Context: an optimization exercise on an open-source flow, tuned for small area, a short achievable clock period and few clock cycles. The choices shown serve that exercise and are no tape-out recipe. In this exercise RTL edits were held to simulation tests only and were not proved equivalent to the original. Power figures rest on the tool's default switching activity, not on a simulated workload.

==> flow/design.v <==
module circle(
     input  logic       clk, 
     input  logic       rst_n, 
     input  logic [2:0] colour,
     input  logic [7:0] centre_x, 
     input  logic [6:0] centre_y, 
     input  logic [7:0] radius,
     input  logic       start, 
     output logic      done,
     output logic [7:0] vga_x, 
     output logic [6:0] vga_y,
     output logic [2:0] vga_colour, 
     output logic       vga_plot
     );
     logic signed [9:0]  offset_y;
     logic signed [9:0]  offset_x;
     logic signed [11:0] crit;
     logic signed [9:0]  signed_radius;
     logic signed [10:0] signed_vga_y;
     logic signed [10:0] signed_vga_x;
     logic signed [10:0] signed_centre_x;
     logic signed [10:0] signed_centre_y;
     enum { READY, PREP, OCT_1, OCT_2, OCT_3, OCT_4, OCT_5, OCT_6, OCT_7, OCT_8, CALC, DONE, ERROR } state;
     assign vga_colour    = colour;
     assign signed_radius = {2'b00, radius};
     assign signed_centre_x = {3'b000, centre_x};
     assign signed_centre_y = {4'b0000, centre_y};
     always_ff @(posedge clk) begin
          if(~rst_n) begin
               state    <= READY;
               done     <= 1'b0;
               vga_x     = 8'd0;
               vga_y     = 7'd0;
               vga_plot <= 1'b0;
          end
          else begin
               case (state)
                    READY: begin
                         if(start)
                              state = PREP;
                         else
                              state = READY;
                    end
                    PREP: begin
                         if(offset_y <= offset_x)
                              state = OCT_1;
                         else
                              state = DONE;
                    end
                    OCT_1: state = OCT_2;
                    OCT_2: state = OCT_3;
                    OCT_3: state = OCT_4;
                    OCT_4: state = OCT_5;
                    OCT_5: state = OCT_6;
                    OCT_6: state = OCT_7;
                    OCT_7: state = OCT_8;
                    OCT_8: state = CALC;
                    CALC: begin
                         if(offset_y <= offset_x)
                              state = OCT_1;
                         else
                              state = DONE;
                    end
                    DONE: begin     
                         if(~start)
                              state = READY;
                         else
                              state = DONE;
                    end
                    default: state = ERROR;
               endcase
               case (state)
                    READY: begin
                         done     <= 1'b0;
                         vga_x    <= 7'd0;
                         vga_y    <= 7'd0;
                         vga_plot <= 1'b0;
                    end 
                    PREP: begin
                         offset_y <= 6'd0;
                         offset_x <= signed_radius;
                         crit     <= 12'sd1 - signed_radius;
                         vga_plot  = 1'b0;
                    end
                    OCT_1: begin
                         signed_vga_x = signed_centre_x + offset_x;
                         signed_vga_y = signed_centre_y + offset_y;
                         if((signed_vga_x < 0) || (signed_vga_y < 0) || (signed_vga_x > 11'sd159) || (signed_vga_y > 11'sd119)) begin
                              vga_plot = 1'b0;
                              vga_x    = 8'd0;
                              vga_y    = 7'd0;
                         end
                         else begin
                              vga_plot = 1'b1;
                              vga_x    = signed_vga_x [7:0];
                              vga_y    = signed_vga_y [6:0];
                         end
                    end
                    OCT_2: begin
                         signed_vga_x = signed_centre_x + offset_y;
                         signed_vga_y = signed_centre_y + offset_x;
                         if((signed_vga_x < 0) || (signed_vga_y < 0) || (signed_vga_x > 11'sd159) || (signed_vga_y > 11'sd119)) begin
                              vga_plot = 1'b0;
                              vga_x    = 8'd0;
                              vga_y    = 7'd0;
                         end
                         else begin
                              vga_plot = 1'b1;
                              vga_x    = signed_vga_x [7:0];
                              vga_y    = signed_vga_y [6:0];
                         end
                    end
                    OCT_3: begin
                         signed_vga_x = signed_centre_x - offset_x;
                         signed_vga_y = signed_centre_y + offset_y;
                         if((signed_vga_x < 0) || (signed_vga_y < 0) || (signed_vga_x > 11'sd159) || (signed_vga_y > 11'sd119)) begin
                              vga_plot = 1'b0;
                              vga_x    = 8'd0;
                              vga_y    = 7'd0;
                         end
                         else begin
                              vga_plot = 1'b1;
                              vga_x    = signed_vga_x [7:0];
                              vga_y    = signed_vga_y [6:0];
                         end
                    end
                    OCT_4: begin
                         signed_vga_x = signed_centre_x - offset_y;
                         signed_vga_y = signed_centre_y + offset_x;
                         if((signed_vga_x < 0) || (signed_vga_y < 0) || (signed_vga_x > 11'sd159) || (signed_vga_y > 11'sd119)) begin
                              vga_plot = 1'b0;
                              vga_x    = 8'd0;
                              vga_y    = 7'd0;
                         end
                         else begin
                              vga_plot = 1'b1;
                              vga_x    = signed_vga_x [7:0];
                              vga_y    = signed_vga_y [6:0];
                         end
                    end
                    OCT_5: begin
                         signed_vga_x = signed_centre_x - offset_x;
                         signed_vga_y = signed_centre_y - offset_y;
                         if((signed_vga_x < 0) || (signed_vga_y < 0) || (signed_vga_x > 11'sd159) || (signed_vga_y > 11'sd119)) begin
                              vga_plot = 1'b0;
                              vga_x    = 8'd0;
                              vga_y    = 7'd0;
                         end
                         else begin
                              vga_plot = 1'b1;
                              vga_x    = signed_vga_x [7:0];
                              vga_y    = signed_vga_y [6:0];
                         end
                    end
                    OCT_6: begin
                         signed_vga_x = signed_centre_x - offset_y;
                         signed_vga_y = signed_centre_y - offset_x;
                         if((signed_vga_x < 0) || (signed_vga_y < 0) || (signed_vga_x > 11'sd159) || (signed_vga_y > 11'sd119)) begin
                              vga_plot = 1'b0;
                              vga_x    = 8'd0;
                              vga_y    = 7'd0;
                         end
                         else begin
                              vga_plot = 1'b1;
                              vga_x    = signed_vga_x [7:0];
                              vga_y    = signed_vga_y [6:0];
                         end
                    end
                    OCT_7: begin 
                         signed_vga_x = signed_centre_x + offset_x;
                         signed_vga_y = signed_centre_y - offset_y;
                         if((signed_vga_x < 0) || (signed_vga_y < 0) || (signed_vga_x > 11'sd159) || (signed_vga_y > 11'sd119)) begin
                              vga_plot = 1'b0;
                              vga_x    = 8'd0;
                              vga_y    = 7'd0;
                         end
                         else begin
                              vga_plot = 1'b1;
                              vga_x    = signed_vga_x [7:0];
                              vga_y    = signed_vga_y [6:0];
                         end
                    end
                    OCT_8: begin
                         signed_vga_x = signed_centre_x + offset_y;
                         signed_vga_y = signed_centre_y - offset_x;
                         if((signed_vga_x < 0) || (signed_vga_y < 0) || (signed_vga_x > 11'sd159) || (signed_vga_y > 11'sd119)) begin
                              vga_plot = 1'b0;
                              vga_x    = 8'd0;
                              vga_y    = 7'd0;
                         end
                         else begin
                              vga_plot = 1'b1;
                              vga_x    = signed_vga_x [7:0];
                              vga_y    = signed_vga_y [6:0];
                         end
                    end
                    CALC: begin
                         offset_y = offset_y + 1;
                         if(crit <= 0)
                              crit = crit + 12'sd2 * offset_y + 12'sd1;
                         else begin
                              offset_x = offset_x - 1;
                              crit = crit + 12'sd2 * (offset_y - offset_x) + 12'sd1;
                         end
                    end
                    DONE: begin
                         vga_plot <= 1'b0;
                         done     <= 1'b1;
                    end
                    default: begin
                         vga_x    <= 8'dx;
                         vga_y    <= 7'dx;
                         vga_plot <= 1'bx;
                         done     <= 1'bx;
                    end
               endcase
          end
     end
endmodule
==> flow/run.sh <==
#!/bin/bash
# synth_recipe.tcl (not shown) runs the flow's synth.tcl, then flattens the netlist and writes it again
# the make line also repeats each setting of config.mk as NAME=value (left out here)
make -C /OpenROAD-flow-scripts/flow DESIGN_CONFIG=/design/flow/config.mk WORK_HOME=/design/flow/orfs CLKGATE_MAP_FILE= SYNTH_SCRIPT=/design/flow/synth_recipe.tcl finish
==> flow/config.mk <==
export PLATFORM = sky130hd
export DESIGN_NAME = circle
export DESIGN_NICKNAME = circle
export VERILOG_FILES = /design/flow/design.v
export SDC_FILE = /design/flow/constraint.sdc
export NUM_CORES = 4
export LEC_CHECK = 0
export CAP_MARGIN = 20
export CORE_MARGIN = 2
export CORE_UTILIZATION = 40
export SLEW_MARGIN = 20
==> flow/constraint.sdc <==
create_clock -name core_clock -period 5.0 [get_ports {clk}]
set_input_delay 1.0000 -clock core_clock [delete_from_list [all_inputs] [get_ports {clk}]]
set_output_delay 1.0000 -clock core_clock [all_outputs]
set_load 0.01 [all_outputs]
==> results.cfg, run 1 <==
[run_status]
status = timing/DRC/antenna clean

[power]
p_switching_mw = 1.339
pwr-share-seq_pct = 22.1
combPwrFrac_pct = 63.4
p_total_mw = 2.856
p_int_mw = 1.517
power_frac_clock_pct = 14.5
ir_worst_vdd_uv = 178.2
swShare_pct = 46.87
p_per_area_nw_per_um2 = 327.1
p_leak_nw = 3.390

[die]
start_util_pct = 40.72
io_pins = 49
dieArea_um2 = 20950
num_rows = 51
core_area_um2 = 19460
dieWidth_um = 144.8
dieHeight_um = 144.8

[logic_synthesis]
ys_async_sr_fraction_pct = 0
avgSynthCellArea_um2 = 8.029
netlist-cell-type-count = 91
netlist_instances = 987
synth-edff-count = 32
netlist_area_um2 = 7925
yosysWarnings = 1
synth_seq_cells = 53
synth_nets = 1130
synth-main-ff-cell = edfxtp_1
seq_area_frac_synth_pct = 17.43

[clock_tree]
cts_hold_buf = 0
clkLatencyLatePin_ns = 0.32
clockBufferDepth = 2
htree_levels = 2
cts_tree = done
cts_setup_buffers = 0
cts_inserted_buffers = 5
clockRootBuffer = clkbuf_16
ctsResizeCount = 0
path_clk_slew_ns = 0.07
numClockSinks = 53

[timing]
hold_viol = 0
clock_skew_ns = 0.01395
tightest_slew_ns = 0.8415
whs_ns = 0.4999
max_freq_mhz = 231.4
min_period_ns = 4.322
fin_crit_sh_pct = 86.45
fin_ws_ns = 0.6777
finalSetupViolations = 0
finalSetupTns_ns = 0
rsz0062_at_grt = false
maxSlewViolCount = 0
maxSlewHeadroom_pct = 43.78

[layout]
final_util_pct = 44.87
regArea_um2 = 1381
multi_input_area_um2 = 6100
drive_above_1_share_pct = 5.258
diodes = 0
syn2layout_area_growth_pct = 10.18
fillers = 1938
fin_nets = 1150

[worst_setup_path]
startpoint_type = input port
path_class = in2reg
crit_fanout = 14
critPathArrivalTime_ns = 4.49
required_ns = 5.17
cp-end-kind = flip-flop

[place]
post-dp-hpwl_um = 19310
post-place-ws_ns = 0.3767
gp_congestion = 0.9713
io_buffers = 42

[job]
drv_cap = 0

[route]
dr.pass1.iters = 5
routed_wl_um = 23860
vias = 7400
drt-wirelength-per-cell_um = 18.74
drtIter0Drc = 436
avgViaCountPerCell = 5.813
ant_nets = 0
post-route-drc-count = 0

[global_routing]
grt_most_used_layer = met2
grt_use_met2_pct = 37.91
overflow = 0
met1_usage_pct = 29.59
grt_max_degree = 54
grt_pass1_wl_um = 37660
grtUsageTotal_pct = 23.36
antenna_found_initial = 0
grt_pass1_vias = 7138
global_route.usage.met3_pct = 4.673

[worst_hold_path]
hp-class = reg2reg
layout by cell type, fill, tap and decap left out, drive strengths merged, types with 13 or more instances in the layout:
master,Yosys,routed
a211oi,17,17
nand3,26,26
nor2b,29,29
clkdlybuf4s50,0,42
a21oi,60,60
nand2b,28,28
or3,13,13
nand2,62,62
ha,103,103
a21o,20,20
a31oi,17,17
inv,65,65
dfxtp,21,21
nor2,84,84
nor3,31,31
xnor2,54,54
xor2,19,19
o21ai,60,60
edfxtp,32,32
registers in the layout (all words and copies together), names as in the netlist:
register and flops:
crit 12, done 1, offset_x 10, offset_y 10, state 4, vga_plot 1
vga_x 8, vga_y 7
synth_stat cells (8+ instances only):
cell type	count	share of area (%)
nor3_1	31	2.0
buf_2	9	0.57
fa_1	11	2.8
o21ai_0	55	3.5
edfxtp_1	32	12
a22oi_1	8	0.76
xnor2_1	54	6.0
ha_1	103	16
a31oi_1	17	1.3
inv_1	64	3.0
or3_1	13	1.0
a21oi_1	60	3.8
o31a_1	11	1.2
nor2_1	84	4.0
and2_1	12	0.95
nand3_1	26	1.6
nor2b_1	29	2.3
dfxtp_1	21	5.3
a21o_1	20	1.9
nand2b_1	27	2.1
clkbuf_1	19	0.90
xor2_1	19	2.1
a211oi_1	16	1.5
buf_4	10	0.95
nand2_1	62	2.9
per-stage QoR:
stage,instances,instance area [um^2]
6_report,1273,8732
5_1_grt,1273,8732
4_1_cts,1273,8732
3_5_place_dp,1265,8569
3_3_place_gp,1265,8569
2_1_floorplan,987,7925
power groups by stage:
stage / combinational, mW / clock, mW / sequential, mW
2_1_floorplan: 1.41 / 0 / 0.588
3_3_place_gp: 1.79 / 0 / 0.639
3_5_place_dp: 1.79 / 0 / 0.639
4_1_cts: 1.80 / 0.423 / 0.629
5_1_grt: 2.02 / 0.439 / 0.641
6_report: 1.81 / 0.413 / 0.633
kinds of logic after synthesis:
family | count (synthesis) | synth area share, %
and+or+nand+nor | 337 | 21.83
xor gates and xnor gates | 73 | 8.068
AOI/OAI and AO/OA | 297 | 26.97
adders and majority gates | 114 | 19.04
DFF | 53 | 17.43
muxes | 7 | 0.8999
buffers and inverters | 106 | 5.763
path summary, 6_finish.rpt:
kind / slack, ns / cells after the start / startpoint / end
worst min-delay path: 0.50 / 2 / vga_x[1] / vga_x[1]
worst min register to register: 0.50 / 2 / vga_x[1] / vga_x[1]
worst max-delay path: 0.68 / 11 / centre_y[4] / vga_x[3]
worst max register to register: 0.92 / 16 / offset_y[0] / crit[11]
layout make-up:
class	count	share of cell area, %
clock buffer	6	1.476
multi-input combinational	828	69.85
clock inverter	2	0.3869
timing repair buffer	54	5.846
tap	265	3.797
inverter	65	2.823
sequential	53	15.82
routing by layer:
metal	vias up	share of wire (%)
met1	3472	43
li1	3673	-
met3	47	6.4
met2	208	45
met4	0	5.1
met5	-	0
critical path, stage by stage:
cell and delay [ns]:
clkdlybuf4s50_1 0.54, ha_1 0.66, nor2_1 0.14, a211o_1 0.31, o31a_1 0.25, a221oi_1 0.35, a221oi_1 0.19, o211ai_2 0.42
a21oi_1 0.07, a2111oi_0 0.42, a31oi_1 0.14
Testbench counts, summed over its fixed seeds: cycles 380,700.
==> inputs of run 2 (changes only) <==
==> flow/design.v (replaced) <==
module circle(
     input  logic       clk,
     input  logic       rst_n,
     input  logic [2:0] colour,
     input  logic [7:0] centre_x,
     input  logic [6:0] centre_y,
     input  logic [7:0] radius,
     input  logic       start,
     output logic       done,
     output logic [7:0] vga_x,
     output logic [6:0] vga_y,
     output logic [2:0] vga_colour,
     output logic       vga_plot
     );
     logic              busy;
     logic [7:0]        ox, oy;
     logic signed [9:0] c;       
     logic signed [8:0] e;       
     logic [7:0]        em;      
     assign vga_colour = colour;
     wire signed [9:0] cx = {2'b00, centre_x};
     wire signed [9:0] cy = {3'b000, centre_y};
     wire signed [9:0] sx = {2'b00, ox};
     wire signed [9:0] sy = {2'b00, oy};
     wire signed [9:0] xa = cx + sx;    
     wire signed [9:0] xb = cx - sx;    
     wire signed [9:0] xc = cx + sy;    
     wire signed [9:0] xd = cx - sy;    
     wire signed [9:0] ya = cy + sy;    
     wire signed [9:0] yb = cy - sy;    
     wire signed [9:0] yc = cy + sx;    
     wire signed [9:0] yd = cy - sx;    
     wire vxa = xa <= 10'sd159;
     wire vxb = !xb[9] && xb <= 10'sd159;
     wire vxc = xc <= 10'sd159;
     wire vxd = !xd[9] && xd <= 10'sd159;
     wire vya = ya <= 10'sd119;
     wire vyb = !yb[9] && yb <= 10'sd119;
     wire vyc = yc <= 10'sd119;
     wire vyd = !yd[9] && yd <= 10'sd119;
     wire y0 = (oy == 8'd0);
     wire dg = (e == 9'sd0);    
     wire [7:0] vis = { vxc & vyd, vxa & vyb, vxd & vyd, vxb & vyb,
                        vxd & vyc, vxb & vya, vxc & vyc, vxa & vya };
     wire [7:0] dup = ({8{y0}} & 8'b1101_1000) | ({8{dg}} & 8'b1010_1010);
     wire [7:0] rem = vis & ~dup & ~em;
     wire [7:0] sel = rem & (~rem + 8'd1);
     wire       last = (rem & ~sel) == 8'd0;
     logic [7:0] px;
     logic [6:0] py;
     always_comb begin
          px = 8'd0;
          py = 7'd0;
          if (sel[0] | sel[6]) px = px | xa[7:0];
          if (sel[2] | sel[4]) px = px | xb[7:0];
          if (sel[1] | sel[7]) px = px | xc[7:0];
          if (sel[3] | sel[5]) px = px | xd[7:0];
          if (sel[0] | sel[2]) py = py | ya[6:0];
          if (sel[4] | sel[6]) py = py | yb[6:0];
          if (sel[1] | sel[3]) py = py | yc[6:0];
          if (sel[5] | sel[7]) py = py | yd[6:0];
     end
     wire       dec = !c[9];                   
     wire [9:0] cinc = dec ? ({e, 1'b0} + 10'sd5) : ({1'b0, oy, 1'b0} + 10'sd3);
     wire signed [8:0] e_n = e + (dec ? 9'sd2 : 9'sd1);
     wire       fin = !e_n[8] && (e_n != 9'sd0) ;    
     always_ff @(posedge clk) begin
          if (!rst_n) begin
               busy     <= 1'b0;
               done     <= 1'b0;
               vga_plot <= 1'b0;
          end else begin
               vga_plot <= 1'b0;
               if (busy) begin
                    vga_plot <= |rem;
                    vga_x    <= px;
                    vga_y    <= py;
                    if (last) begin
                         em <= 8'd0;
                         oy <= oy + 8'd1;
                         if (dec) ox <= ox - 8'd1;
                         c  <= c + cinc;
                         e  <= e_n;
                         if (fin) begin
                              busy <= 1'b0;
                              done <= 1'b1;
                         end
                    end else
                         em <= em | sel;
               end else if (done) begin
                    if (!start) done <= 1'b0;
               end else if (start) begin
                    busy <= 1'b1;
                    ox   <= radius;
                    oy   <= 8'd0;
                    c    <= 10'd0 - {2'b00, radius};
                    e    <= 9'd0 - {1'b0, radius};
                    em   <= 8'd0;
               end
          end
     end
endmodule
==> run 2 against run 1 <==
  * Design area is 0.75% lower
  * Highest routed layer unchanged
  * Clock power is 53% higher
  * Largest power group unchanged
  * Sequential share of layout area is 5.0 points higher
  * Largest cell class unchanged
==> results.cfg, run 2 <==
[logic_synthesis]
yosys-top-cells-count = nor2_1, ha_1, inv_1
synth_top_area_cell = edfxtp_1
yosysMostFrequentCell = nor2_1
ys_top_cells_by_area = edfxtp_1, ha_1, xnor2_1
synthAdderAreaFrac_pct = 16.68
synth_nets = 933
synth_compound_area_share_pct = 23.13
netlist-cell-type-count = 96
synth_seq_cells = 61
netlist_instances = 815
synth-edff-count = 58
netlist_area_um2 = 7194
seq_area_frac_synth_pct = 25.04
synth-simple-area-share_pct = 19.86
synth_top_family_by_area = compound AO/OA/AOI/OAI gates
yosysWarnings = 1
synth.top_cell.area_share_pct = 24.21
avgSynthCellArea_um2 = 8.827
synth_xor_area_share_pct = 8.278
ys_async_sr_fraction_pct = 0
synth-main-ff-cell = edfxtp_1
synth_mux_area_share_pct = 0.9565

[timing]
maxSlewHeadroom_pct = 48.79
fin_ws_ns = 0.2074
fin_crit_sh_pct = 95.85
clock_skew_ns = 0.007451
min_period_ns = 4.793
finalSetupViolations = 0
tightest_slew_ns = 0.7673
maxSlewViolCount = 0
hold_viol = 0
max_freq_mhz = 208.7
finalSetupTns_ns = 0
rsz0062_at_grt = false

[route]
drt-wirelength-per-cell_um = 17.97
routed_wl_um = 20670
dr.pass1.iters = 5
vias = 6365
post-route-drc-count = 0
avgViaCountPerCell = 5.535
drtIter0Drc = 374
ant_nets = 0

[global_routing]
antenna_found_initial = 0
overflow = 0
grt_pass1_vias = 6232
grt_max_degree = 45
grtUsageTotal_pct = 21.82
grt_pass1_wl_um = 33350

[layout]
top_regs = c: 10 flops, e: 9 flops
final_util_pct = 48.75
syn2layout_area_growth_pct = 20.47
largest_reg_flops = 10
fin_nets = 1034
top_register = c
final_cell_mix = nor2_1, buf_4, ha_1
final_common_cell = nor2_1
diodes = 0
drive_above_1_share_pct = 16.83

[place]
post-dp-hpwl_um = 16760
post-place-ws_ns = -0.09403
io_buffers = 42
gp_congestion = 0.9613

[run_status]
status = timing/DRC/antenna clean

[worst_hold_path]
hp-class = reg2reg
min-delay-start = done
whs_path_depth = 2
holdPathEnd = done

[die]
dieHeight_um = 138.1
core_area_um2 = 17780
dieArea_um2 = 19070
start_util_pct = 40.46
dieWidth_um = 138.1
io_pins = 49
num_rows = 49

[clock_tree]
cts_inserted_buffers = 9
ctsResizeCount = 0
path_clk_slew_ns = 0.06
cts_hold_buf = 0
clockRootBuffer = clkbuf_16
numClockSinks = 61
clockBufferDepth = 2
clkLatencyLatePin_ns = 0.34
cts_tree = done
htree_levels = 3
cts_setup_buffers = 0

[worst_setup_path]
cp-end-kind = flip-flop
startpoint_type = input port
reg2reg_slack_ns = 0.71
crit_fanout = 27
required_ns = 5.04
r2r_end = e[2]
path_class = in2reg
critPathArrivalTime_ns = 4.83
r2r-start = ox[0]
r2r_cells = 14
cp-startpoint = centre_y[0]

[job]
drv_cap = 0

[power]
ir_worst_vdd_uv = 294.9
p_per_area_nw_per_um2 = 565.8
p_leak_nw = 3.574
p_total_mw = 4.903
-- run 2: changes by cell type in the layout (fill, tap and decap cells not counted), sizes merged, moves of 14 or more --
cell    change
o21ai      -23
a21oi      -14
buf        +72
dfxtp      -18
edfxtp     +26
nand2      -27
ha         -24
-- run 2: kinds of logic (layout without fill, tap and decap cells) --
family                   count (synthesis)  count (layout)
AO/OA/AOI/OAI                          224             224
adder cells (fa/ha/maj)                 90              90
flip-flops                              61              61
XOR/XNOR                                68              68
AND/OR/NAND/NOR                        267             267
buffers and inverters                   99             205
multiplexers                             6               6
-- run 2: through the flow --
step                      hold WS, ns  cells  area (um^2)
after CTS                      0.5212   1150         8667
after detailed placement       0.5139   1134         8374
after global placement         0.5107   1134         8374
after floorplan                0.5248    815         7198
final                          0.5189   1150         8667
after global routing           0.5577   1150         8667
-- run 2: critical path, stage by stage --
cell and delay [ns]:
clkdlybuf4s50_1 0.43, inv_1 0.11, ha_1 0.16, inv_1 0.05, fa_1 0.39, a211oi_2 0.32
o21a_2 0.21, o211ai_2 0.10, or4_4 0.55, o211ai_2 0.12, nor4b_2 0.07, buf_4 0.15
or3_2 0.47, a31o_1 0.28, a21oi_2 0.19, buf_12 0.21
-- run 2: final cells by class --
type / instances / area, um^2
sequential: 61 / 1802
tap: 229 / 286.5
timing repair buffer: 126 / 1089
fill: 1741 / 9112
multi-input combinational: 655 / 4961
clock inverter: 6 / 63.81
inverter: 63 / 236.5
clock buffer: 10 / 229.0
-- run 2: worst max path at each step --
stage	to	depth (start not counted)
after floorplan	c[0]	14
after global placement	c[2]	16
after detailed placement	c[1]	16
after CTS	e[8]	16
after global routing	e[5]	16
final	e[2]	16
-- run 2: routing by layer --
| metal | up-vias | global-route usage [%] | wire length [um] |
|---|---|---|---|
| li1 | 3176 | - | - |
| met1 | 3016 | 29.03 | 9586 |
| met2 | 145 | 36.66 | 9824 |
| met3 | 28 | 3.776 | 824 |
| met4 | 0 | 6.069 | 429 |
| met5 | - | 0 | 0 |
-- run 2: power by group --
part	total, mW	switching, mW	internal, mW
registers	0.993	0.176	0.817
logic	3.28	1.79	1.49
clock network	0.633	0.248	0.385
Testbench counts of run 2, summed over its fixed seeds: cycles 120,983.
==> inputs of run 3 (changes only) <==
==> flow/design.v (replaced) <==
module circle(
     input  logic       clk,
     input  logic       rst_n,
     input  logic [2:0] colour,
     input  logic [7:0] centre_x,
     input  logic [6:0] centre_y,
     input  logic [7:0] radius,
     input  logic       start,
     output logic       done,
     output logic [7:0] vga_x,
     output logic [6:0] vga_y,
     output logic [2:0] vga_colour,
     output logic       vga_plot
     );
     logic              busy;
     logic              prime;    
     logic [7:0]        ox, oy;
     logic signed [9:0] c;        
     logic signed [8:0] e;        
     logic [7:0]        rem;      
     logic [7:0]        cxr;      
     logic [6:0]        cyr;
     wire signed [9:0] cx = {2'b00, cxr};
     wire signed [9:0] cy = {3'b000, cyr};
     wire signed [9:0] sx = {2'b00, ox};
     wire signed [9:0] sy = {2'b00, oy};
     wire signed [9:0] xa = cx + sx;    
     wire signed [9:0] xb = cx - sx;    
     wire signed [9:0] xc = cx + sy;    
     wire signed [9:0] xd = cx - sy;    
     wire signed [9:0] ya = cy + sy;    
     wire signed [9:0] yb = cy - sy;    
     wire signed [9:0] yc = cy + sx;    
     wire signed [9:0] yd = cy - sx;    
     wire       dec = !c[9];             
     wire       dx  = dec & !prime;
     wire       dy  = !prime;
     wire vxa = dx ? (xa <= 10'sd160) : (xa <= 10'sd159);
     wire vxb = dx ? (xb >= -10'sd1 && xb <= 10'sd158) : (xb >= 10'sd0 && xb <= 10'sd159);
     wire vxc = dy ? (xc <= 10'sd158) : (xc <= 10'sd159);
     wire vxd = dy ? (xd >= 10'sd1 && xd <= 10'sd160) : (xd >= 10'sd0 && xd <= 10'sd159);
     wire vya = dy ? (ya <= 10'sd118) : (ya <= 10'sd119);
     wire vyb = dy ? (yb >= 10'sd1 && yb <= 10'sd120) : (yb >= 10'sd0 && yb <= 10'sd119);
     wire vyc = dx ? (yc <= 10'sd120) : (yc <= 10'sd119);
     wire vyd = dx ? (yd >= -10'sd1 && yd <= 10'sd118) : (yd >= 10'sd0 && yd <= 10'sd119);
     wire signed [8:0] e_n = prime ? e : e + (dec ? 9'sd2 : 9'sd1);
     wire       dg  = (e_n == 9'sd0);       
     wire       fin = !e_n[8] && !dg;       
     wire [7:0] vis = { vxc & vyd, vxa & vyb, vxd & vyd, vxb & vyb,
                        vxd & vyc, vxb & vya, vxc & vyc, vxa & vya };
     wire [7:0] dup = ({8{prime}} & 8'b1101_1000) | ({8{dg}} & 8'b1010_1010);
     wire [7:0] vis_n = vis & ~dup;
     wire [7:0] sel = rem & (~rem + 8'd1);
     wire       adv = (rem & (rem - 8'd1)) == 8'd0;
     logic [7:0] px;
     logic [6:0] py;
     always_comb begin
          px = 8'd0;
          py = 7'd0;
          if (sel[0] | sel[6]) px = px | xa[7:0];
          if (sel[2] | sel[4]) px = px | xb[7:0];
          if (sel[1] | sel[7]) px = px | xc[7:0];
          if (sel[3] | sel[5]) px = px | xd[7:0];
          if (sel[0] | sel[2]) py = py | ya[6:0];
          if (sel[4] | sel[6]) py = py | yb[6:0];
          if (sel[1] | sel[3]) py = py | yc[6:0];
          if (sel[5] | sel[7]) py = py | yd[6:0];
     end
     wire [9:0] cinc = dec ? ({e, 1'b0} + 10'sd5) : ({1'b0, oy, 1'b0} + 10'sd3);
     always_ff @(posedge clk) begin
          cxr        <= centre_x;
          cyr        <= centre_y;
          vga_colour <= colour;
          vga_x      <= px;
          vga_y      <= py;
          if (!rst_n) begin
               busy     <= 1'b0;
               done     <= 1'b0;
               vga_plot <= 1'b0;
          end else begin
               vga_plot <= busy & (|rem);
               if (busy) begin
                    if (adv) begin
                         rem   <= vis_n;
                         prime <= 1'b0;
                         if (!prime) begin
                              oy <= oy + 8'd1;
                              if (dec) ox <= ox - 8'd1;
                              c  <= c + cinc;
                              e  <= e_n;
                         end
                         if (fin) begin
                              busy <= 1'b0;
                              done <= 1'b1;
                         end
                    end else
                         rem <= rem & ~sel;
               end else if (done) begin
                    if (!start) done <= 1'b0;
               end else if (start) begin
                    busy  <= 1'b1;
                    prime <= 1'b1;
                    rem   <= 8'd0;
                    ox    <= radius;
                    oy    <= 8'd0;
                    c     <= 10'd0 - {2'b00, radius};
                    e     <= 9'd0 - {1'b0, radius};
               end
          end
     end
endmodule
--- a/flow/config.mk
+++ b/flow/config.mk
@@ -8,4 +8,5 @@
 export CAP_MARGIN = 20
 export CORE_MARGIN = 2
 export CORE_UTILIZATION = 40
+export SETUP_SLACK_MARGIN = 2.0
 export SLEW_MARGIN = 20
==> run 3 against run 2 <==
  * Synthesized area decreased by 1.2%
  * Total power decreased by 53%
  * Design area rose by 0.17%
  * Synthesized cell count fell by 0.12%
  * Count of clock-buffer cells in the layout increased by 1
  * Combinational power decreased by 74%
  * Global-route usage rose by 2.1 points
  * Final cell count decreased by 3.0%
  * Clock power grew 3%
  * Wire length grew 6.2%
==> results.cfg, run 3 <==
[run_status]
status = timing/DRC/antenna clean

[layout]
top_regs = c: 10 flops, e: 9 flops
largest_reg_flops = 10
final_common_cell = nor2_1
diodes = 0
drive_above_1_share_pct = 16.05
layoutNonFillerInstCount = 1116
final_cell_mix = nor2_1, ha_1, inv_1
fin_nets = 1001
fin_area_um2 = 8682
top_register = c
syn2layout_area_growth_pct = 22.12

[clock_tree]
cts_hold_buf = 0
clockBufferDepth = 2
cts_inserted_buffers = 9
numClockSinks = 80
path_clk_slew_ns = 0.07
cts_tree = done
clkLatencyLatePin_ns = 0.36
htree_levels = 3
clockRootBuffer = clkbuf_16

[timing]
fin_crit_sh_pct = 61.22
tightest_slew_ns = 1.007
whs_ns = 0.5013
rsz0062_at_grt = true
finalSetupViolations = 0
hold_viol = 0
finalSetupTns_ns = 0
fin_ws_ns = 1.939
min_period_ns = 3.061
max_freq_mhz = 326.7
maxSlewViolCount = 0
maxSlewHeadroom_pct = 32.17
clock_skew_ns = 0.01456

[global_routing]
grtUsageTotal_pct = 23.87
grt_pass1_wl_um = 33840
grt_max_degree = 54
antenna_found_initial = 0
grt_pass1_vias = 6058
overflow = 0

[worst_setup_path]
cp-end-kind = flip-flop
cp-startpoint = oy[0]
required_ns = 5.09
r2r-start = oy[0]
startpoint_type = flip-flop
critPathArrivalTime_ns = 3.16
crit_fanout = 4
path_class = reg2reg

[worst_hold_path]
hp-class = reg2reg
min-delay-start = done

[die]
dieWidth_um = 137.3
io_pins = 49
core_area_um2 = 17360
num_rows = 48
dieArea_um2 = 18860
start_util_pct = 40.96
dieHeight_um = 137.3

[place]
post-place-ws_ns = 1.508
dp.cells = 1061
io_buffers = 48
place_area_um2 = 7785
gp_congestion = 0.9478
post-dp-hpwl_um = 16480

[logic_synthesis]
netlist_instances = 814
synth-edff-count = 44
yosysWarnings = 1
ys_async_sr_fraction_pct = 0
synth.top_cell.area_share_pct = 18.59
synth_seq_cells = 80
seq_area_frac_synth_pct = 28.72
netlist_area_um2 = 7109
yosys-top-cells-count = nor2_1, ha_1, inv_1
yosysMostFrequentCell = nor2_1
synth-main-ff-cell = edfxtp_1
synth_nets = 929
avgSynthCellArea_um2 = 8.734
ys_top_cells_by_area = edfxtp_1, ha_1, dfxtp_1
synth_top_area_cell = edfxtp_1
netlist-cell-type-count = 73

[route]
vias = 6428
avgViaCountPerCell = 5.760
drt-wirelength-per-cell_um = 19.66
post-route-drc-count = 0
dr.pass1.iters = 5
drtIter0Drc = 518
ant_nets = 0
routed_wl_um = 21940

[power]
ir_worst_vdd_uv = 166.7
p_per_area_nw_per_um2 = 264.8
p_leak_nw = 3.408

[job]
drv_cap = 0
## run 3: kinds of logic after synthesis
kind of cell	count (synthesis)	synth area share, %
AOI/OAI and AO/OA	239	23.57
xor gates and xnor gates	65	8.008
and+or+nand+nor	240	16.67
muxes	11	1.619
adders and majority gates	87	16.33
buffers and inverters	92	5.086
DFF	80	28.72
## run 3: timing repair
action / in CTS / in global routing
setup endpoints to repair: 11 / 11
pin swaps: 3 / 17
resized for setup: 40 / 42
buffers inserted: 22 / 17
## run 3: through the flow
| stage | power (mW) | utilization [%] |
|---|---|---|
| after detailed placement | 1.557 | 44.85 |
| after floorplan | 1.322 | - |
| after global routing | 2.417 | 50.02 |
| after global placement | 1.558 | 44.85 |
| after CTS | 2.255 | 48.25 |
| final | 2.299 | 50.02 |
## run 3: critical path: stages, from the launching register on
cell and delay [ns]:
edfxtp_1 0.53, ha_2 0.27, fa_2 0.24, nor2b_1 0.07, o31a_1 0.26, or4b_1 0.47, o311a_1 0.17, or4_4 0.51
o2111ai_4 0.15, o32ai_1 0.12
## run 3: path summary, 6_finish.rpt
path | end | slack (ns) | cells past startpoint
worst max-delay path | rem[6] | 1.94 | 9
worst min-delay path | done | 0.50 | 2
worst max register to register | rem[6] | 1.94 | 9
worst min register to register | done | 0.50 | 2
## run 3: cell type report
| type | instances | area (um^2) |
|---|---|---|
| Fill cell | 1639 | 8675 |
| Multi-Input combinational cell | 642 | 5020 |
| Sequential cell | 80 | 2044 |
| Timing Repair Buffer | 93 | 829.5 |
| Tap cell | 225 | 281.5 |
| Clock buffer | 11 | 242.7 |
| Inverter | 60 | 230.2 |
| Clock inverter | 5 | 33.78 |
## run 3: metal layers
metal | vias to the layer above | routed length, um | GRT usage (%)
met5 | - | 0 | 0
met4 | 0 | 859 | 10.77
met3 | 37 | 1270 | 3.753
met2 | 217 | 10170 | 38.28
met1 | 3046 | 9639 | 31.62
li1 | 3128 | - | -
## run 3: where the power goes
group	switching (mW)	internal, mW
sequential	0.0500	0.762
clock	0.300	0.350
combinational	0.458	0.379
Testbench counts of run 3, summed over its fixed seeds: cycles 121,943.
==> inputs of run 4 (changes only) <==
--- a/flow/config.mk
+++ b/flow/config.mk
@@ -5,6 +5,7 @@
 export SDC_FILE = /design/flow/constraint.sdc
 export NUM_CORES = 4
 export LEC_CHECK = 0
+export ABC_CLOCK_PERIOD_IN_PS = 2500
 export CAP_MARGIN = 20
 export CORE_MARGIN = 2
 export CORE_UTILIZATION = 40
==> run 4 against run 3 <==
  * Count of clock-buffer cells in the layout unchanged
  * Via count unchanged
  * Hold slack unchanged
  * Design area unchanged
  * Combinational power about the same
  * Sequential power about the same
  * First-iteration DRC count unchanged
  * Die area unchanged
  * Wire length unchanged
  * Register-to-register slack about the same
  * Sequential share of layout area unchanged
  * Critical path type unchanged
==> results.cfg, run 4 <==
[logic_synthesis]
synth.top_cell.area_share_pct = 18.59
synth-edff-count = 44
seq_area_frac_synth_pct = 28.72
yosysWarnings = 1
synth_nets = 929
ys_top_cells_by_area = edfxtp_1, ha_1, dfxtp_1
synth_top_area_cell = edfxtp_1
yosysMostFrequentCell = nor2_1
avgSynthCellArea_um2 = 8.734
synth-main-ff-cell = edfxtp_1
synth_seq_cells = 80
netlist_area_um2 = 7109
netlist-cell-type-count = 73
netlist_instances = 814
ys_async_sr_fraction_pct = 0
yosys-top-cells-count = nor2_1, ha_1, inv_1

[timing]
finalSetupTns_ns = 0
whs_ns = 0.5013
fin_ws_ns = 1.939
rsz0062_at_grt = true
tightest_slew_ns = 1.007
min_period_ns = 3.061
clock_skew_ns = 0.01456
finalSetupViolations = 0
fin_crit_sh_pct = 61.22
maxSlewViolCount = 0
hold_viol = 0
maxSlewHeadroom_pct = 32.17
max_freq_mhz = 326.7

[global_routing]
grt_pass1_wl_um = 33840
antenna_found_initial = 0
grt_pass1_vias = 6058
grt_max_degree = 54
grtUsageTotal_pct = 23.87
overflow = 0

[power]
ir_worst_vdd_uv = 166.7
p_leak_nw = 3.408
swShare_pct = 35.15
power_frac_clock_pct = 28.3
pwr-share-seq_pct = 35.3
p_per_area_nw_per_um2 = 264.8
p_total_mw = 2.299
combPwrFrac_pct = 36.4
p_switching_mw = 0.8081
p_int_mw = 1.491

[worst_setup_path]
reg2reg_slack_ns = 1.94
cp-end-kind = flip-flop
cp_slowest_cell = edfxtp_1
startpoint_type = flip-flop
path_cells = ha_2, fa_2, nor2b_1, o31a_1, or4b_1, o311a_1, or4_4, o2111ai_4, o32ai_1
required_ns = 5.09
crit_buf_inv = 0
critPathMaxStageDelay_ns = 0.53
crit_fanout = 4
crit_family = simple AND/OR/NAND/NOR gates
path_class = reg2reg
critPathArrivalTime_ns = 3.16

[die]
io_pins = 49
core_area_um2 = 17360
start_util_pct = 40.96
dieHeight_um = 137.3
dieWidth_um = 137.3
dieArea_um2 = 18860
num_rows = 48

[layout]
diodes = 0
largest_reg_flops = 10
drive_above_1_share_pct = 16.05
syn2layout_area_growth_pct = 22.12
fin_area_um2 = 8682
layoutNonFillerInstCount = 1116
fillers = 1639
final_util_pct = 50.02
top_regs = c: 10 flops, e: 9 flops
fin_nets = 1001
top_register = c
final_cell_mix = nor2_1, ha_1, inv_1
final_common_cell = nor2_1

[clock_tree]
cts_inserted_buffers = 9
path_clk_slew_ns = 0.07
htree_levels = 3
numClockSinks = 80
cts_hold_buf = 0
clkLatencyLatePin_ns = 0.36
clockRootBuffer = clkbuf_16
clockBufferDepth = 2
cts_tree = done

[route]
drt-wirelength-per-cell_um = 19.66
met3_wirelength_um = 1270
routed.top_layer = met4
post-route-drc-count = 0
ant_nets = 0
drtIter0Drc = 518
avgViaCountPerCell = 5.760
vias = 6428
dr.pass1.iters = 5
routed_wl_um = 21940
met1_length_um = 9639
wl_met2_um = 10170

[run_status]
status = timing/DRC/antenna clean

[place]
dp.cells = 1061
io_buffers = 48
post-dp-hpwl_um = 16480
gp_congestion = 0.9478
post-place-ws_ns = 1.508
place_area_um2 = 7785

[worst_hold_path]
hp-class = reg2reg

[job]
drv_cap = 0
[run 4: layer usage]
layer  GRT usage (%)  vias up
li1                -     3128
met1           31.62     3046
met2           38.28      217
met3           3.753       37
met4           10.77        0
met5               0        -
[run 4: timing repair]
| action | 4_1_cts | 5_1_grt |
|---|---|---|
| pin swaps | 3 | 17 |
| endpoints found under the setup margin | 11 | 11 |
| setup buffers | 22 | 17 |
| gates resized for setup | 40 | 42 |
[run 4: final timing paths]
path	cells past startpoint	startpoint	endpoint
max reg2reg	9	oy[0]	rem[6]
min reg2reg	2	done	done
min	2	done	done
max	9	oy[0]	rem[6]
[run 4: layout make-up]
type / count / area [um^2] / area share, %
Sequential cell: 80 / 2044 / 23.55
Timing Repair Buffer: 93 / 829.5 / 9.555
Inverter: 60 / 230.2 / 2.652
Clock buffer: 11 / 242.7 / 2.796
Tap cell: 225 / 281.5 / 3.243
Multi-Input combinational cell: 642 / 5020 / 57.82
Clock inverter: 5 / 33.78 / 0.3891
[run 4: power by group through the flow]
stage	Clock, mW	Sequential [mW]	Combinational (mW)
6_report	0.649	0.812	0.837
3_3_place_gp	0	0.829	0.729
5_1_grt	0.681	0.819	0.917
3_5_place_dp	0	0.831	0.726
2_1_floorplan	0	0.824	0.497
4_1_cts	0.661	0.812	0.782
[run 4: cell families after synthesis]
logic type | Yosys count | synth area share [%]
mux | 11 | 1.619
compound gates | 239 | 23.57
xor+xnor | 65 | 8.008
buf+inv | 92 | 5.086
fa+ha+maj | 87 | 16.33
simple gates | 240 | 16.67
flops | 80 | 28.72
[run 4: worst register-to-register path, stage by stage (launching register included)]
cell	delay, ns
edfxtp_1	0.53
ha_2	0.28
fa_2	0.24
nor2b_1	0.07
o31a_1	0.26
or4b_1	0.47
o311a_1	0.17
or4_4	0.51
o2111ai_4	0.15
o32ai_1	0.12
==> inputs of run 5 (changes only) <==
==> flow/config.mk (replaced) <==
export PLATFORM = sky130hd
export DESIGN_NAME = circle
export DESIGN_NICKNAME = circle
export VERILOG_FILES = /design/flow/design.v
export SDC_FILE = /design/flow/constraint.sdc
export NUM_CORES = 4
export LEC_CHECK = 0
export CAP_MARGIN = 20
export CORE_MARGIN = 2
export CORE_UTILIZATION = 40
export SLEW_MARGIN = 20
==> run 5 against run 4 <==
  * Critical path depth unchanged
  * Core utilization decreased by 3.5 points
  * Clock power increased by 6.8%
  * Combinational power decreased by 12%
  * Total power decreased by 2.3%
  * Register-to-register slack got worse by 0.53 ns
  * Design area decreased by 7.0%
  * First-iteration DRC count decreased by 9.8%
  * Critical path type unchanged
  * Critical endpoint is now rem[5]
  * Largest power group is now registers
==> results.cfg, run 5 <==
[run_status]
status = timing/DRC/antenna clean

[timing]
max_freq_mhz = 278.3
finalSetupViolations = 0
clock_skew_ns = 0.009055
maxSlewViolCount = 0
fin_crit_sh_pct = 71.87
min_period_ns = 3.593
hold_viol = 0
tightest_slew_ns = 0.9483
finalSetupTns_ns = 0
maxSlewHeadroom_pct = 35.98
rsz0062_at_grt = false

[logic_synthesis]
netlist_instances = 814
synth-main-ff-cell = edfxtp_1
yosysMostFrequentCell = nor2_1
synth_nets = 929
yosys-top-cells-count = nor2_1, ha_1, inv_1
synth-edff-count = 44
ys_async_sr_fraction_pct = 0
synth_top_area_cell = edfxtp_1
synth_seq_cells = 80
avgSynthCellArea_um2 = 8.734
synth.top_cell.area_share_pct = 18.59
netlist-cell-type-count = 73
ys_top_cells_by_area = edfxtp_1, ha_1, dfxtp_1
yosysWarnings = 1
seq_area_frac_synth_pct = 28.72
netlist_area_um2 = 7109

[layout]
diodes = 0
largest_reg_flops = 10
top_register = c
multi_input_area_um2 = 4710
drive_above_1_share_pct = 4.824
fin_nets = 960
fillers = 1707
final_cell_mix = nor2_1, ha_1, inv_1
top_regs = c: 10 flops, e: 9 flops
final_common_cell = nor2_1
fin_area_um2 = 8073
regArea_um2 = 2043
syn2layout_area_growth_pct = 13.55

[clock_tree]
ctsResizeCount = 0
cts_tree = done
clockRootBuffer = clkbuf_16
numClockSinks = 80
cts_setup_buffers = 0
cts_hold_buf = 0
clkLatencyLatePin_ns = 0.36
cts_inserted_buffers = 9
htree_levels = 3
clockBufferDepth = 2
path_clk_slew_ns = 0.07

[place]
gp_congestion = 0.9207
io_buffers = 48
place_area_um2 = 7770
post-dp-hpwl_um = 16270

[power]
ir_worst_vdd_uv = 220.9
p_leak_nw = 3.184
p_per_area_nw_per_um2 = 278.2

[worst_setup_path]
crit_fanout = 7
required_ns = 5.08
reg2reg_slack_ns = 1.41
cp_slowest_cell = edfxtp_1
critPathMaxStageDelay_ns = 0.59
r2r_cells = 9
r2r_end = rem[5]
critPathArrivalTime_ns = 3.67
cp-startpoint = ox[0]
startpoint_type = flip-flop
crit_buf_inv = 1
r2r-start = ox[0]
crit_family = compound AO/OA/AOI/OAI gates
path_cells = ha_1, inv_1, fa_1, a211oi_1, o21ai_0, a2111oi_0, a21oi_1, a31oi_1, o21ai_0
cpMostUsedCell = o21ai_0
path_class = reg2reg
cp-end-kind = flip-flop

[die]
start_util_pct = 40.96
io_pins = 49
dieWidth_um = 137.3
dieHeight_um = 137.3
num_rows = 48
dieArea_um2 = 18860
core_area_um2 = 17360

[route]
dr.pass1.iters = 5
post-route-drc-count = 0
avgViaCountPerCell = 5.770
drt-wirelength-per-cell_um = 19.31
ant_nets = 0
routed_wl_um = 20760
drtIter0Drc = 467
vias = 6203

[global_routing]
grt_max_degree = 53
grt_pass1_vias = 5730
overflow = 0
antenna_found_initial = 0
grtUsageTotal_pct = 22.97
grt_pass1_wl_um = 32390

[worst_hold_path]
whs_path_depth = 2
holdPathEnd = done
min-delay-start = done
hp-class = reg2reg

[job]
drv_cap = 0
run 5: cell counts after synthesis:
Identical to the previous run, type by type.
run 5: layout make-up:
type,count,share of cell area (%)
repair buffers,52,6.324
inverters,60,2.790
multi-input cells,642,58.34
clock inverters,7,0.9609
clock buffers,9,2.790
flip-flops and latches,80,25.31
well taps,225,3.487
run 5: cell families (layout without fill, tap and decap cells):
family,Yosys count,in the layout,share of synthesized area [%]
adders and majority gates,87,87,16.33
muxes,11,11,1.619
buffers and inverters,92,128,5.086
DFF,80,80,28.72
and+or+nand+nor,240,240,16.67
AOI/OAI and AO/OA,239,239,23.57
xor gates and xnor gates,65,65,8.008
run 5: worst reg2reg max path, cell delays in order, from the launching register on:
cell       delay, ns
edfxtp_1        0.59
ha_1            0.26
inv_1           0.06
fa_1            0.47
a211oi_1        0.35
o21ai_0         0.21
a2111oi_0       0.57
a21oi_1         0.12
a31oi_1         0.50
o21ai_0         0.20
run 5: stage by stage:
stage / setup slack (ns) / hold slack [ns] / power [mW] / util [%] / instances
2_1_floorplan: 0.8815 / 0.5144 / 1.322 / - / 814
3_3_place_gp: 1.489 / 0.4985 / 1.554 / 44.77 / 1059
3_5_place_dp: 1.492 / 0.5171 / 1.555 / 44.77 / 1059
4_1_cts: 1.470 / 0.5316 / 2.264 / 46.51 / 1075
5_1_grt: 1.129 / 0.5810 / 2.376 / 46.51 / 1075
6_report: 1.407 / 0.5325 / 2.246 / 46.51 / 1075
run 5: routing by layer:
| layer | global-route usage, % | vias up | part of all wire, % |
|---|---|---|---|
| met4 | 9.278 | 0 | 3.2 |
| met1 | 30.40 | 2910 | 46 |
| met5 | 0 | - | 0 |
| met3 | 4.231 | 33 | 5.4 |
| met2 | 36.95 | 211 | 46 |
| li1 | - | 3049 | - |
run 5: how the worst max path moves through the flow:
stage	end	slack, ns	cells after the start
after CTS	rem[5]	1.47	9
after global placement	rem[5]	1.49	9
final	rem[5]	1.41	9
after floorplan	c[0]	0.88	7
after global routing	rem[5]	1.13	9
after detailed placement	rem[5]	1.49	8
run 5: report_power, final:
group | switching, mW | internal (mW)
clock | 0.301 | 0.391
sequential | 0.0570 | 0.762
combinational | 0.410 | 0.324
total | 0.768 | 1.48
==> inputs of run 6 (changes only) <==
--- a/flow/design.v
+++ b/flow/design.v
@@ -35,14 +35,22 @@
      wire       dec = !c[9];             
      wire       dx  = dec & !prime;
      wire       dy  = !prime;
-     wire vxa = dx ? (xa <= 10'sd160) : (xa <= 10'sd159);
-     wire vxb = dx ? (xb >= -10'sd1 && xb <= 10'sd158) : (xb >= 10'sd0 && xb <= 10'sd159);
-     wire vxc = dy ? (xc <= 10'sd158) : (xc <= 10'sd159);
-     wire vxd = dy ? (xd >= 10'sd1 && xd <= 10'sd160) : (xd >= 10'sd0 && xd <= 10'sd159);
-     wire vya = dy ? (ya <= 10'sd118) : (ya <= 10'sd119);
-     wire vyb = dy ? (yb >= 10'sd1 && yb <= 10'sd120) : (yb >= 10'sd0 && yb <= 10'sd119);
-     wire vyc = dx ? (yc <= 10'sd120) : (yc <= 10'sd119);
-     wire vyd = dx ? (yd >= -10'sd1 && yd <= 10'sd118) : (yd >= 10'sd0 && yd <= 10'sd119);
+     function automatic le(input logic [9:0] a, input logic [9:0] b);
+          logic r;
+          r = 1'b1;
+          for (int i = 0; i < 10; i++)
+               if (i == 9) r = (a[i] & !b[i]) | (r & !(!a[i] & b[i]));
+               else        r = (!a[i] & b[i]) | (r & !(a[i] & !b[i]));
+          le = r;
+     endfunction
+     wire vxa = dx ? le(xa, 10'd160) : le(xa, 10'd159);
+     wire vxb = dx ? (le(-10'd1, xb) && le(xb, 10'd158)) : (!xb[9] && le(xb, 10'd159));
+     wire vxc = dy ? le(xc, 10'd158) : le(xc, 10'd159);
+     wire vxd = dy ? (le(10'd1, xd) && le(xd, 10'd160)) : (!xd[9] && le(xd, 10'd159));
+     wire vya = dy ? le(ya, 10'd118) : le(ya, 10'd119);
+     wire vyb = dy ? (le(10'd1, yb) && le(yb, 10'd120)) : (!yb[9] && le(yb, 10'd119));
+     wire vyc = dx ? le(yc, 10'd120) : le(yc, 10'd119);
+     wire vyd = dx ? (le(-10'd1, yd) && le(yd, 10'd118)) : (!yd[9] && le(yd, 10'd119));
      wire signed [8:0] e_n = prime ? e : e + (dec ? 9'sd2 : 9'sd1);
      wire       dg  = (e_n == 9'sd0);       
      wire       fin = !e_n[8] && !dg;       
@@ -73,6 +81,7 @@
           vga_colour <= colour;
           vga_x      <= px;
           vga_y      <= py;
+          rem        <= !busy ? 8'd0 : adv ? vis_n : rem & ~sel;
           if (!rst_n) begin
                busy     <= 1'b0;
                done     <= 1'b0;
@@ -81,7 +90,6 @@
                vga_plot <= busy & (|rem);
                if (busy) begin
                     if (adv) begin
-                         rem   <= vis_n;
                          prime <= 1'b0;
                          if (!prime) begin
                               oy <= oy + 8'd1;
@@ -93,14 +101,12 @@
                               busy <= 1'b0;
                               done <= 1'b1;
                          end
-                    end else
-                         rem <= rem & ~sel;
+                    end
                end else if (done) begin
                     if (!start) done <= 1'b0;
                end else if (start) begin
                     busy  <= 1'b1;
                     prime <= 1'b1;
-                    rem   <= 8'd0;
                     ox    <= radius;
                     oy    <= 8'd0;
                     c     <= 10'd0 - {2'b00, radius};
--- a/flow/config.mk
+++ b/flow/config.mk
@@ -8,4 +8,5 @@
 export CAP_MARGIN = 20
 export CORE_MARGIN = 2
 export CORE_UTILIZATION = 40
+export SETUP_SLACK_MARGIN = 2.5
 export SLEW_MARGIN = 20
==> run 6 against run 5 <==
  * First-iteration DRC count down 21%
  * Final cell count up 3.9%
  * Combinational power up 39%
  * Clock power up 3.9%
  * Global-route usage up 0.43 points
  * Hold slack worse by 0.014 ns
  * Still clean
==> results.cfg, run 6 <==
[run_status]
status = timing/DRC/antenna clean

[timing]
max_freq_mhz = 360.6
rsz0062_at_grt = true
fin_crit_sh_pct = 55.47
maxSlewHeadroom_pct = 44.95
finalSetupTns_ns = 0
finalSetupViolations = 0
clock_skew_ns = 0.01332
min_period_ns = 2.773
maxSlewViolCount = 0
hold_viol = 0
tightest_slew_ns = 0.8171

[route]
drt-wirelength-per-cell_um = 19.21
avgViaCountPerCell = 5.707
post-route-drc-count = 0
routed_wl_um = 21450
vias = 6375
dr.pass1.iters = 5
ant_nets = 0
drtIter0Drc = 370

[logic_synthesis]
ys_top_cells_by_area = edfxtp_1, ha_1, dfxtp_1
yosys-top-cells-count = nor2_1, ha_1, inv_1
ys_async_sr_fraction_pct = 0
netlist_area_um2 = 6833
synth-edff-count = 36
netlist_instances = 785
yosysMostFrequentCell = nor2_1
seq_area_frac_synth_pct = 28.71
synth_nets = 899
netlist-cell-type-count = 75
synth.top_cell.area_share_pct = 15.82
avgSynthCellArea_um2 = 8.704
synth_seq_cells = 80
synth-main-ff-cell = dfxtp_1
synth_top_area_cell = edfxtp_1
yosysWarnings = 1

[layout]
diodes = 0
final_cell_mix = nor2_1, buf_4, inv_1, ha_1, clkdlybuf4s50_1
top_register = c
largest_reg_flops = 10
drive_above_1_share_pct = 26.31
top_regs = c: 10 flops, e: 9 flops
final_common_cell = nor2_1
syn2layout_area_growth_pct = 34.57
fin_nets = 1006
fillers = 1480

[global_routing]
grt_max_degree = 52
overflow = 0
antenna_found_initial = 0
grt_pass1_wl_um = 32950
grt_pass1_vias = 6219
grtUsageTotal_pct = 23.40

[clock_tree]
numClockSinks = 80
cts_hold_buf = 0
cts_tree = done
clkLatencyLatePin_ns = 0.36
cts_inserted_buffers = 9
clockBufferDepth = 2
htree_levels = 3
clockRootBuffer = clkbuf_16
path_clk_slew_ns = 0.06

[die]
dieArea_um2 = 18140
dieWidth_um = 134.7
dieHeight_um = 134.7
io_pins = 49
num_rows = 47
core_area_um2 = 16640
start_util_pct = 41.06

[power]
p_per_area_nw_per_um2 = 277.8
p_leak_nw = 3.751
p_total_mw = 2.554
ir_worst_vdd_uv = 206.3

[worst_setup_path]
cp-end-kind = flip-flop
r2r_cells = 11
crit_fanout = 6
critPathArrivalTime_ns = 3.05
r2r_end = rem[7]
startpoint_type = flip-flop
required_ns = 5.28
reg2reg_slack_ns = 2.23
r2r-start = oy[0]
path_class = reg2reg

[worst_hold_path]
hp-class = reg2reg
whs_path_depth = 2
holdPathEnd = done
min-delay-start = done

[place]
gp_congestion = 0.9407
post-dp-hpwl_um = 15050
io_buffers = 48

[job]
drv_cap = 0
run 6: repair_timing:
item,in CTS,in global routing
pin swaps,33,43
setup buffers,55,16
resized for setup,85,90
cloned,2,0
endpoints found under the setup margin,55,29
run 6: worst max-delay path by stage:
stage                from  endpoint  slack, ns  depth (start not counted)
finish              oy[0]    rem[7]       2.23                         11
floorplan           oy[1]      c[8]       2.39                         12
CTS                 oy[0]    rem[7]       2.26                         11
detailed placement  oy[0]    rem[7]       1.98                         10
global route        oy[0]    rem[7]       2.18                         11
global placement    oy[1]      c[9]       2.02                         11
run 6: final cells by class:
class                      count  area, um^2  share of cell area, %
clock buffer                  11       232.7                  2.531
clock inverter                 5       81.33                 0.8845
inverter                      64       247.7                  2.694
multi-input combinational    616        5306                  57.71
sequential                    80        1969                  21.42
tap                          220       275.3                  2.994
timing repair buffer         120        1077                  11.72
timing repair inverter         1       5.005                0.05443
run 6: critical path, stage by stage (launching register included):
cell	delay, ns
edfxtp_1	0.38
buf_6	0.16
ha_4	0.16
fa_2	0.34
nor2b_4	0.14
or3_4	0.33
a21oi_2	0.15
o21bai_2	0.10
xnor2_2	0.20
o311ai_2	0.15
a211o_1	0.36
o31ai_2	0.21
run 6: cells by family after synthesis:
group                    Yosys count  synth area share, %
AND/OR/NAND/NOR                  216                15.67
AO/OA/AOI/OAI                    229                22.58
XOR/XNOR                          77                9.870
buffers and inverters             90                5.310
flip-flops                        80                28.71
adder cells (fa/ha/maj)           85                16.66
multiplexers                       8                1.190
run 6: routing by layer:
metal	track usage (%)	routed length [um]
met2	40.13	10490
met1	29.15	8912
met4	9.591	842
met3	3.941	1210
met5	0	0
run 6: power breakdown:
group          internal (mW)  switching (mW)
sequential             0.750          0.0648
clock                  0.439           0.282
combinational          0.479           0.541
run 6: stage by stage:
step           cell area, um^2  util (%)  hold WS [ns]  std cells  setup WS [ns]
2_1_floorplan             6895         -        0.5125        785          2.386
3_5_place_dp              7536     45.28        0.5043       1028          1.979
3_3_place_gp              7536     45.28        0.5071       1028          2.023
4_1_cts                   8645     51.94        0.5161       1101          2.258
5_1_grt                   9195     55.25        0.5493       1117          2.181
6_report                  9195     55.25        0.5187       1117          2.227
Testbench counts of run 6, summed over its fixed seeds: cycles 121,943.
==> inputs of run 7 (changes only) <==
--- a/flow/config.mk
+++ b/flow/config.mk
@@ -8,5 +8,5 @@
 export CAP_MARGIN = 20
 export CORE_MARGIN = 2
 export CORE_UTILIZATION = 40
-export SETUP_SLACK_MARGIN = 2.5
+export SETUP_SLACK_MARGIN = 3.0
 export SLEW_MARGIN = 20
==> run 7 against run 6 <==
  * Via count decreased by 0.20%
  * Die area did not move
  * Synthesized cell count did not move
  * Wire length is 7.0% higher
  * Global-route usage rose by 2.3 points
  * Combinational power up 5%
==> results.cfg, run 7 <==
[worst_setup_path]
cp-end-kind = flip-flop
path_class = reg2reg
critPathArrivalTime_ns = 3.16
cp_slowest_cell = edfxtp_1
r2r_cells = 10
r2r_end = rem[7]
r2r-start = oy[0]
path_cells = ha_2, fa_2, nor2b_4, or3_4, a21oi_2, o21bai_1, xnor2_2, o311ai_2, a211o_1, o31ai_2
crit_buf_inv = 0
crit_fanout = 4
startpoint_type = flip-flop
crit_family = compound AO/OA/AOI/OAI gates
required_ns = 5.28
critPathMaxStageDelay_ns = 0.48
reg2reg_slack_ns = 2.12

[layout]
final_cell_mix = nor2_1, buf_4, ha_1
fin_nets = 1021
diodes = 0
top_register = c
drive_above_1_share_pct = 30.70
syn2layout_area_growth_pct = 38.01
final_util_pct = 56.66
final_common_cell = nor2_1
largest_reg_flops = 10
top_regs = c: 10 flops, e: 9 flops

[route]
vias = 6362
post-route-drc-count = 0
ant_nets = 0
routed_wl_um = 22970
drtIter0Drc = 373
drt-wirelength-per-cell_um = 20.29
dr.pass1.iters = 5
avgViaCountPerCell = 5.620

[clock_tree]
htree_levels = 3
clockBufferDepth = 2
cts_tree = done
path_clk_slew_ns = 0.07
numClockSinks = 80
cts_inserted_buffers = 9
clkLatencyLatePin_ns = 0.36
cts_hold_buf = 0
clockRootBuffer = clkbuf_16

[place]
post-place-ws_ns = 1.917
io_buffers = 48
gp_congestion = 0.9826
post-dp-hpwl_um = 16660

[timing]
clock_skew_ns = 0.01049
maxSlewHeadroom_pct = 38.87
rsz0062_at_grt = true
finalSetupViolations = 0
fin_ws_ns = 2.125
max_freq_mhz = 347.8
hold_viol = 0
min_period_ns = 2.875
tightest_slew_ns = 0.9169
fin_crit_sh_pct = 57.51
finalSetupTns_ns = 0
maxSlewViolCount = 0

[die]
start_util_pct = 41.06
dieWidth_um = 134.7
num_rows = 47
core_area_um2 = 16640
dieArea_um2 = 18140
dieHeight_um = 134.7
io_pins = 49

[run_status]
status = timing/DRC/antenna clean

[power]
p_total_mw = 2.645
p_leak_nw = 3.938
ir_worst_vdd_uv = 183.2
p_per_area_nw_per_um2 = 280.5

[global_routing]
grt_pass1_wl_um = 35270
antenna_found_initial = 0
grtUsageTotal_pct = 25.67
grt_max_degree = 51
grt_pass1_vias = 6461
overflow = 0

[worst_hold_path]
holdPathEnd = done
whs_path_depth = 2
hp-class = reg2reg
min-delay-start = done

[logic_synthesis]
yosysMostFrequentCell = nor2_1
avgSynthCellArea_um2 = 8.704
synth-main-ff-cell = dfxtp_1
netlist-cell-type-count = 75
synth_nets = 899
ys_top_cells_by_area = edfxtp_1, ha_1, dfxtp_1
netlist_area_um2 = 6833
synth_seq_cells = 80
ys_async_sr_fraction_pct = 0
synth-edff-count = 36
seq_area_frac_synth_pct = 28.71
netlist_instances = 785
synth_top_area_cell = edfxtp_1
yosysWarnings = 1
yosys-top-cells-count = nor2_1, ha_1, inv_1
synth.top_cell.area_share_pct = 15.82

[job]
drv_cap = 0
-- run 7: per-stage QoR --
stage          hold WS (ns)  area, um^2  instances
6_report             0.5495        9430       1132
5_1_grt              0.5908        9430       1132
2_1_floorplan        0.5089        7028        785
4_1_cts              0.5497        9057       1116
3_3_place_gp         0.5081        7665       1029
3_5_place_dp         0.5272        7665       1029
-- run 7: cells by family (layout without fill, tap and decap cells) --
kind of cell,Yosys count,count (layout),share of synthesized area [%]
AOI/OAI and AO/OA,229,230,22.58
xor gates and xnor gates,77,77,9.870
adders and majority gates,85,85,16.66
buffers and inverters,90,216,5.310
DFF,80,80,28.71
muxes,8,8,1.190
and+or+nand+nor,216,216,15.67
-- run 7: per-layer routing --
layer / routed length (um) / GRT usage, %
met1: 9090 / 30.53
met2: 11600 / 45.46
met3: 1181 / 3.641
met4: 1092 / 12.28
met5: 0 / 0
-- run 7: worst max-delay path by stage --
stage | start | endpoint | slack [ns] | depth (start not counted)
finish | oy[0] | rem[7] | 2.12 | 10
global route | oy[0] | rem[7] | 1.99 | 10
CTS | oy[0] | rem[7] | 2.18 | 10
detailed placement | oy[0] | rem[7] | 1.92 | 10
global placement | oy[0] | rem[7] | 1.88 | 10
floorplan | oy[0] | rem[7] | 2.39 | 10
-- run 7: tightest hold or removal path, cell delays in order, from the launching register on --
cell and delay, ns:
dfxtp_1 0.33, o21ai_0 0.11, a21boi_2 0.06
-- run 7: report_power, final --
group / leakage, nW / internal, mW / switching (mW)
registers: 0.702 / 0.750 / 0.0584
clock network: 0.167 / 0.475 / 0.297
logic: 3.07 / 0.489 / 0.576
-- run 7: final cells by class --
| cell class | count | area, um^2 |
|---|---|---|
| clock buffer | 10 | 250.2 |
| multi-input combinational | 616 | 5346 |
| sequential | 80 | 1973 |
| clock inverter | 6 | 96.34 |
| tap | 220 | 275.3 |
| timing repair buffer | 136 | 1226 |
| fill | 1451 | 7212 |
| inverter | 64 | 262.8 |
-- run 7: what timing repair did --
| action | CTS | global route |
|---|---|---|
| cloned | 2 | 0 |
| buffers inserted | 69 | 16 |
| pin swaps | 40 | 50 |
| hold endpoints to repair | 0 | 0 |
| gates resized for setup | 165 | 64 |
| setup endpoints to repair | 98 | 74 |
==> inputs of run 8 (changes only) <==
--- a/flow/config.mk
+++ b/flow/config.mk
@@ -8,5 +8,5 @@
 export CAP_MARGIN = 20
 export CORE_MARGIN = 2
 export CORE_UTILIZATION = 40
-export SETUP_SLACK_MARGIN = 3.0
+export SETUP_SLACK_MARGIN = 1.5
 export SLEW_MARGIN = 20
==> run 8 against run 7 <==
  * Core utilization fell by 9.7 points
  * Combinational power fell by 29%
  * First-iteration DRC count fell by 6.7%
  * Sequential power rose by 0.5%
  * Design area fell by 17%
  * Still clean
  * Global-route usage fell by 4.4 points
  * Non-clock buffer count fell by 85
  * Count of clock-buffer cells in the layout fell by 1
  * Register-to-register slack got worse by 0.27 ns
  * Critical path depth fell by 1
==> results.cfg, run 8 <==
[worst_hold_path]
holdPathEnd = done
hp-class = reg2reg
whs_path_depth = 2
min-delay-start = done

[power]
p_leak_nw = 3.217
p_per_area_nw_per_um2 = 293.2
power_frac_clock_pct = 31.1
p_int_mw = 1.484
swShare_pct = 35.16
p_switching_mw = 0.8051
ir_worst_vdd_uv = 168.8

[logic_synthesis]
synth_mux_area_share_pct = 1.190
synth_compound_area_share_pct = 22.58
synth_top_area_cell = edfxtp_1
ys_async_sr_fraction_pct = 0
yosys-top-cells-count = nor2_1, ha_1, inv_1
synth-simple-area-share_pct = 15.67
netlist_instances = 785
avgSynthCellArea_um2 = 8.704
netlist_area_um2 = 6833
synth_seq_cells = 80
seq_area_frac_synth_pct = 28.71
yosysMostFrequentCell = nor2_1
synth.top_cell.area_share_pct = 15.82
netlist-cell-type-count = 75

[die]
num_rows = 47
io_pins = 49
dieArea_um2 = 18140
core_area_um2 = 16640
start_util_pct = 41.06

[layout]
drive_above_1_share_pct = 4.722
final_cell_mix = nor2_1, ha_1, inv_1
top_register = c
fillers = 1644
fin_nets = 935
diodes = 0
syn2layout_area_growth_pct = 14.28
final_common_cell = nor2_1

[global_routing]
grt_max_degree = 50
grt_pass1_wl_um = 29590
antenna_found_initial = 0

[run_status]
status = timing/DRC/antenna clean

[timing]
maxSlewViolCount = 0
hold_viol = 0
tightest_slew_ns = 0.8885
clock_skew_ns = 0.01204
finalSetupViolations = 0
finalSetupTns_ns = 0
fin_crit_sh_pct = 62.95
fin_ws_ns = 1.852

[place]
io_buffers = 48
post-dp-hpwl_um = 15150
post-place-ws_ns = 1.814

[worst_setup_path]
critPathArrivalTime_ns = 3.36
r2r_end = rem[3]
r2r_cells = 9
startpoint_type = flip-flop
r2r-start = c[9]
crit_fanout = 11
required_ns = 5.22

[route]
drtIter0Drc = 348
dr.pass1.iters = 5
avgViaCountPerCell = 5.585
ant_nets = 0
post-route-drc-count = 0

[clock_tree]
numClockSinks = 80
htree_levels = 3
cts_tree = done
cts_inserted_buffers = 9
clockBufferDepth = 2

[job]
drv_cap = 0
## run 8: timing repair
item,4_1_cts,5_1_grt
endpoints found under the setup margin,0,1
endpoints found under the hold margin,0,0
gates resized for setup,0,1
hold buffers,0,0
## run 8: worst max-delay path by stage
stage	from	slack, ns	to
2_1_floorplan	rem[2]	1.86	c[0]
3_3_place_gp	start	1.84	c[4]
3_5_place_dp	c[9]	1.81	rem[3]
4_1_cts	c[9]	1.78	rem[3]
5_1_grt	c[9]	1.55	c[8]
6_report	c[9]	1.85	rem[3]
## run 8: per-stage QoR
| step | total power, mW | hold slack, ns | std cells | util [%] |
|---|---|---|---|---|
| 4_1_cts | 2.304 | 0.5178 | 1046 | 46.90 |
| 3_5_place_dp | 1.587 | 0.5068 | 1030 | 45.03 |
| 3_3_place_gp | 1.584 | 0.4978 | 1030 | 45.03 |
| 6_report | 2.289 | 0.5115 | 1046 | 46.92 |
| 5_1_grt | 2.416 | 0.5343 | 1046 | 46.92 |
| 2_1_floorplan | 1.356 | 0.5130 | 785 | - |
## run 8: kinds of logic after synthesis
| kind of cell | Yosys count |
|---|---|
| AOI/OAI and AO/OA | 229 |
| xor gates and xnor gates | 77 |
| adders and majority gates | 85 |
| buffers and inverters | 90 |
| DFF | 80 |
| muxes | 8 |
| and+or+nand+nor | 216 |
## run 8: power by group through the flow
stage                     combinational, mW  clock [mW]  sequential (mW)
after floorplan                       0.546           0            0.810
after global placement                0.758           0            0.826
after detailed placement              0.760           0            0.827
after CTS                             0.764       0.728            0.812
after global routing                  0.848       0.748            0.820
final                                 0.765       0.711            0.813
## run 8: metal layers
layer | up-vias | routed length [um] | GRT usage [%]
met3 | 32 | 973 | 4.429
met4 | 0 | 488 | 7.485
met1 | 2780 | 8148 | 26.06
met2 | 153 | 9227 | 37.00
li1 | 2877 | - | -
met5 | - | 0 | 0
## run 8: area by class of cell
cell class / count / area, um^2 / area share [%]
clock buffers: 9 / 225.2 / 2.884
clock inverters: 7 / 86.33 / 1.106
inverters: 64 / 244.0 / 3.124
multi-input cells: 615 / 4512 / 57.78
flip-flops and latches: 80 / 1963 / 25.14
well taps: 220 / 275.3 / 3.525
repair buffers: 51 / 503.0 / 6.441
## run 8: critical path, cell delays in order (launching register included)
cell,delay [ns]
edfxtp_1,0.59
clkinvlp_4,0.33
fa_1,0.60
nor4_1,0.34
a21oi_1,0.07
o21ai_0,0.32
o211ai_1,0.21
o21ai_2,0.24
a2111o_1,0.23
o31ai_2,0.07

Check on run 8: ideal ports give 1.852 ns setup slack; a clkbuf_16 on the clock port and buf_2 on the inputs give 1.852 ns; moving port delays by the midpoint clock arrival (0.399 ns) as well gives 1.852 ns.
